This design comes from an exercise in tuning for small area, a short achievable clock period and few clock cycles per item on the open sky130 flow, not from production work.
Only simulation tests tie the RTL to the original design; equivalence was not proved.
Power and IR drop assume default switching activity.

==> flow/design.v <==
module rr_pick #(parameter n = 4) (
  input [n-1:0] req,
  input [n-1:0] prio,
  output logic [n-1:0] gnt
);
  integer k, d, j;
  logic path, clear;
  always_comb begin
    for (k = 0; k < n; k = k + 1) begin
      path = 1'b0;
      for (d = 0; d < n; d = d + 1) begin
        clear = prio[(k + n - d) % n];
        for (j = 1; j <= d; j = j + 1)
          clear = clear & ~req[(k + n - j) % n];
        path = path | clear;
      end
      gnt[k] = req[k] & path;
    end
  end
endmodule
module route_dest #(parameter id_r = 2, parameter id_c = 2) (
  input [3:0] r,
  input [3:0] c,
  input m,
  output [3:0] d
);
  wire rlt = r < id_r, rgt = r > id_r, clt = c < id_c, cgt = c > id_c;
  assign d[0] = m ? rlt : (!clt & !cgt & rlt);
  assign d[2] = m ? rgt : (!clt & !cgt & rgt);
  assign d[3] = m ? (!rlt & !rgt & clt) : clt;
  assign d[1] = m ? (!rlt & !rgt & cgt) : cgt;
endmodule
module out_fifo #(parameter bits = 32) (
  input clk,
  input rst,
  input [bits-1:0] d0, d1, d2, d3,   
  input [3:0] wr,              
  input pop,
  output [bits-1:0] dout,
  output reg pndng,
  output [3:0] free_nxt        
);
  reg [bits-1:0] hd;           
  reg [bits-1:0] r [6:0];
  reg [2:0] dl [6:0];          
  reg [6:0] v;                 
  reg [6:0] h;                 
  reg [6:0] tl;                
  integer k, m;
  wire do_pop = pop & pndng;
  wire adv = ~pndng | do_pop;            
  wire ring_any = |v;
  wire from_ring = adv & ring_any;
  logic [bits-1:0] rd;
  always_comb begin
    rd = {bits{1'b0}};
    for (k = 0; k < 7; k = k + 1)
      rd = rd | (r[k] & {bits{h[k]}});
  end
  assign dout = hd;
  logic [6:0] nxt;
  always_comb
    for (k = 0; k < 7; k = k + 1) begin
      nxt[k] = 1'b0;
      for (m = 1; m < 7; m = m + 1)
        nxt[k] = nxt[k] | ((dl[k] == m) & h[(k + m) % 7]);
      nxt[k] = nxt[k] & v[k];
    end
  function automatic [2:0] dist_tail(input [6:0] t, input integer p);
    integer q;
    begin
      dist_tail = 3'd0;
      for (q = 0; q < 7; q = q + 1)
        if (t[q]) dist_tail = dist_tail | 3'((q + 1 - p + 14) % 7);
    end
  endfunction
  logic [2:0] dn [0:3];
  always_comb begin
    dn[0] = dist_tail(tl, 0);
    dn[1] = wr[0] ? 3'd5 : dist_tail(tl, 2);
    dn[2] = wr[1] ? 3'd5 : (wr[0] ? 3'd3 : dist_tail(tl, 4));
    dn[3] = wr[2] ? 3'd5 : (wr[1] ? 3'd3 : (wr[0] ? 3'd1 : dist_tail(tl, 6)));
  end
  wire [6:0] vp = v & ~(h & {7{from_ring}});
  wire any_wr = |wr;
  wire new_old = any_wr & ~(|vp);
  wire [6:0] wpos = {wr[3], 1'b0, wr[2], 1'b0, wr[1], 1'b0, wr[0]};
  wire [6:0] first = wr[0] ? 7'd1 : wr[1] ? 7'd4 : wr[2] ? 7'd16 : 7'd64;
  wire [6:0] last = wr[3] ? 7'd64 : wr[2] ? 7'd16 : wr[1] ? 7'd4 : 7'd1;
  wire [6:0] v_n = {vp[5:0], vp[6]} | wpos;
  assign free_nxt = {~v_n[5], ~v_n[3], ~v_n[1], ~v_n[6]};
  always @(posedge clk) begin
    if (from_ring) hd <= rd;
    r[0] <= wr[0] ? d0 : r[6];
    r[2] <= wr[1] ? d1 : r[1];
    r[4] <= wr[2] ? d2 : r[3];
    r[6] <= wr[3] ? d3 : r[5];
    r[1] <= r[0];
    r[3] <= r[2];
    r[5] <= r[4];
    dl[0] <= wr[0] ? dn[0] : dl[6];
    dl[2] <= wr[1] ? dn[1] : dl[1];
    dl[4] <= wr[2] ? dn[2] : dl[3];
    dl[6] <= wr[3] ? dn[3] : dl[5];
    dl[1] <= dl[0];
    dl[3] <= dl[2];
    dl[5] <= dl[4];
    if (new_old) h <= first;
    else if (from_ring) h <= {nxt[5:0], nxt[6]};
    else h <= {h[5:0], h[6]};
    if (any_wr) tl <= last;
    else tl <= {tl[5:0], tl[6]};
  end
  always @(posedge clk or posedge rst) begin
    if (rst) begin
      v <= 7'd0;
      pndng <= 1'b0;
    end else begin
      v <= v_n;
      pndng <= (pndng & ~do_pop) | ring_any;
    end
  end
endmodule
module router_bus_gnrtr #(parameter pck_sz = 40, parameter num_ntrfs=4, parameter broadcast = {8{1'b1}}, parameter fifo_depth=8,parameter id_c = 2,parameter id_r = 2,parameter columns= 4, parameter rows = 4)(
  input clk,
  input reset,
  input [num_ntrfs*pck_sz-1:0] data_out_i_in,
  input [num_ntrfs-1:0] pndng_i_in,
  input [num_ntrfs-1:0] pop,
  output [num_ntrfs-1:0] popin,
  output [num_ntrfs-1:0] pndng,
  output [num_ntrfs*pck_sz-1:0] data_out
);
  localparam pb = pck_sz - 8;     
  reg [pb-1:0] sd [0:3];    
  reg [3:0] go;             
  reg [3:0] nacc;           
  reg [3:0] sld;            
  logic [3:0] take;
  logic [3:0] sq_n [0:3];
  logic [3:0] sdst [0:3];    
  logic [3:0] fr [0:3];      
  logic [3:0] wr [0:3];      
  logic [3:0] go_n;
  genvar i, o;
  generate
    for (i = 0; i < 4; i = i + 1) begin : _in_
      wire [3:0] fd;    
      wire [3:0] sdd;   
      assign sdst[i] = sdd;
      route_dest #(.id_r(id_r), .id_c(id_c)) rt_in (
        .r(data_out_i_in[i*pck_sz + pb - 1 -: 4]), .c(data_out_i_in[i*pck_sz + pb - 5 -: 4]),
        .m(data_out_i_in[i*pck_sz + pb - 9]), .d(fd)
      );
      route_dest #(.id_r(id_r), .id_c(id_c)) rt_st (
        .r(sd[i][pb-1 -: 4]), .c(sd[i][pb-5 -: 4]), .m(sd[i][pb-9]), .d(sdd)
      );
      assign take[i] = pndng_i_in[i] & ~nacc[i];
      assign popin[i] = take[i];
      always_comb begin
        if (nacc[i]) sq_n[i] = sdd;
        else if (take[i]) sq_n[i] = fd;
        else sq_n[i] = 4'd0;
      end
      always @(posedge clk)
        if (sld[i]) sd[i] <= data_out_i_in[i*pck_sz +: pb];
      assign go_n[i] = (sq_n[i][0] & fr[0][i]) | (sq_n[i][1] & fr[1][i]) |
                       (sq_n[i][2] & fr[2][i]) | (sq_n[i][3] & fr[3][i]);
      always @(posedge clk or posedge reset)
        if (reset) begin
          go[i] <= 1'b0;
          nacc[i] <= 1'b0;
          sld[i] <= 1'b1;
        end else begin
          go[i] <= go_n[i];
          nacc[i] <= (sq_n[i] != 4'd0) & ~go_n[i];
          sld[i] <= (sq_n[i] == 4'd0) | go_n[i];
        end
    end
    for (o = 0; o < 4; o = o + 1) begin : _out_
      always_comb
        for (int j = 0; j < 4; j = j + 1)
          wr[o][j] = go[j] & sdst[j][o];
      if (o == 0) begin : _o0_
        logic [pb-4:0] dq;
        out_fifo #(.bits(pb-3)) fifo_out (
          .clk(clk), .rst(reset),  .free_nxt(fr[o]),
          .d0({sd[0][pb-4], sd[0][pb-5:0]}), .d1({sd[1][pb-4], sd[1][pb-5:0]}),
          .d2({sd[2][pb-4], sd[2][pb-5:0]}), .d3({sd[3][pb-4], sd[3][pb-5:0]}), .wr(wr[o]), .pop(pop[o]),
          .dout(dq), .pndng(pndng[o])
        );
        assign data_out[o*pck_sz +: pb] = {3'b000, dq};
      end else if (o == 3) begin : _o3_
        logic [pb-4:0] dq;
        out_fifo #(.bits(pb-3)) fifo_out (
          .clk(clk), .rst(reset),  .free_nxt(fr[o]),
          .d0({sd[0][pb-1 -: 4], sd[0][pb-8:0]}), .d1({sd[1][pb-1 -: 4], sd[1][pb-8:0]}),
          .d2({sd[2][pb-1 -: 4], sd[2][pb-8:0]}), .d3({sd[3][pb-1 -: 4], sd[3][pb-8:0]}), .wr(wr[o]), .pop(pop[o]),
          .dout(dq), .pndng(pndng[o])
        );
        assign data_out[o*pck_sz +: pb] = {dq[pb-4 -: 4], 3'b000, dq[pb-8:0]};
      end else begin : _o12_
        out_fifo #(.bits(pb)) fifo_out (
          .clk(clk), .rst(reset),  .free_nxt(fr[o]),
          .d0(sd[0]), .d1(sd[1]), .d2(sd[2]), .d3(sd[3]), .wr(wr[o]), .pop(pop[o]),
          .dout(data_out[o*pck_sz +: pb]), .pndng(pndng[o])
        );
      end
      assign data_out[o*pck_sz + pb +: 8] = 8'(o);
    end
  endgenerate
endmodule
export LEC_CHECK = 0
export CAP_MARGIN = 20
export CORE_MARGIN = 2
export CORE_UTILIZATION = 50
export CTS_CLUSTER_DIAMETER = 80
export CTS_CLUSTER_SIZE = 20
export SETUP_SLACK_MARGIN = 2.65
export SLEW_MARGIN = 20
create_clock -name core_clock -period 5.0 [get_ports {clk}]
standard.sh (not shown) runs the stock make flow with config.mk's settings and CLKGATE_MAP_FILE= SYNTH_SCRIPT=/design/flow/synth_recipe.tcl, a recipe that flattens the netlist after the stock synthesis.
==> flow/flow/run.sh <==
#!/bin/bash
set -euo pipefail
export BUFFER_PORTS_ARGS="-buffer_cell sky130_fd_sc_hd__buf_1"
bash standard.sh > flow_make.log 2>&1
Testbench counts at the start, summed over its fixed seeds: cycles 1,697, packets 4,800.
Edit:
==> flow/flow/run.sh (replaced) <==
#!/bin/bash
set -euo pipefail
export BUFFER_PORTS_ARGS="-buffer_cell sky130_fd_sc_hd__buf_2"
bash standard.sh > flow_make.log 2>&1
- CORE_UTILIZATION: 50 -> 45
After rerunning: Worst setup slack hardly moves; maximum frequency barely changes; power is about the same; die area went up by roughly a tenth; routed wire length is about the same; combinational power hardly moves; sequential share of layout area went down by 0.48 points.

-- what the ideal ports hide --
Ports are ideal in the flow. The routed layouts listed here were re-timed in OpenROAD.
Step 1 sets driving cells, clkbuf_16 on the clock port and buf_2 on the other inputs (assumed; they add their load-dependent delay and slew).
Step 2 moves the port delays by t, midway between the first and last clock arrival at a register: inputs arrive t later, outputs are due t later. That takes back most of the time a late clock gives input paths.
Three values: ideal ports, drivers, drivers and shift; two values: the first two.
run | t, ns | setup WS [ns] | slew at the worst register clock pin (ns) | pins driven straight from the clock port
the first run | 0.712 | 2.575 / 2.509 / 2.051 | 0.09 / 0.09 | 1
the second run | 0.706 | 2.577 / 2.508 / 1.963 | 0.09 / 0.09 | 1
After both steps every run listed still meets setup and hold. For the second run, which loses most, drivers alone change the setup slack by -0.069 ns; drivers and shift together by -0.614 ns.
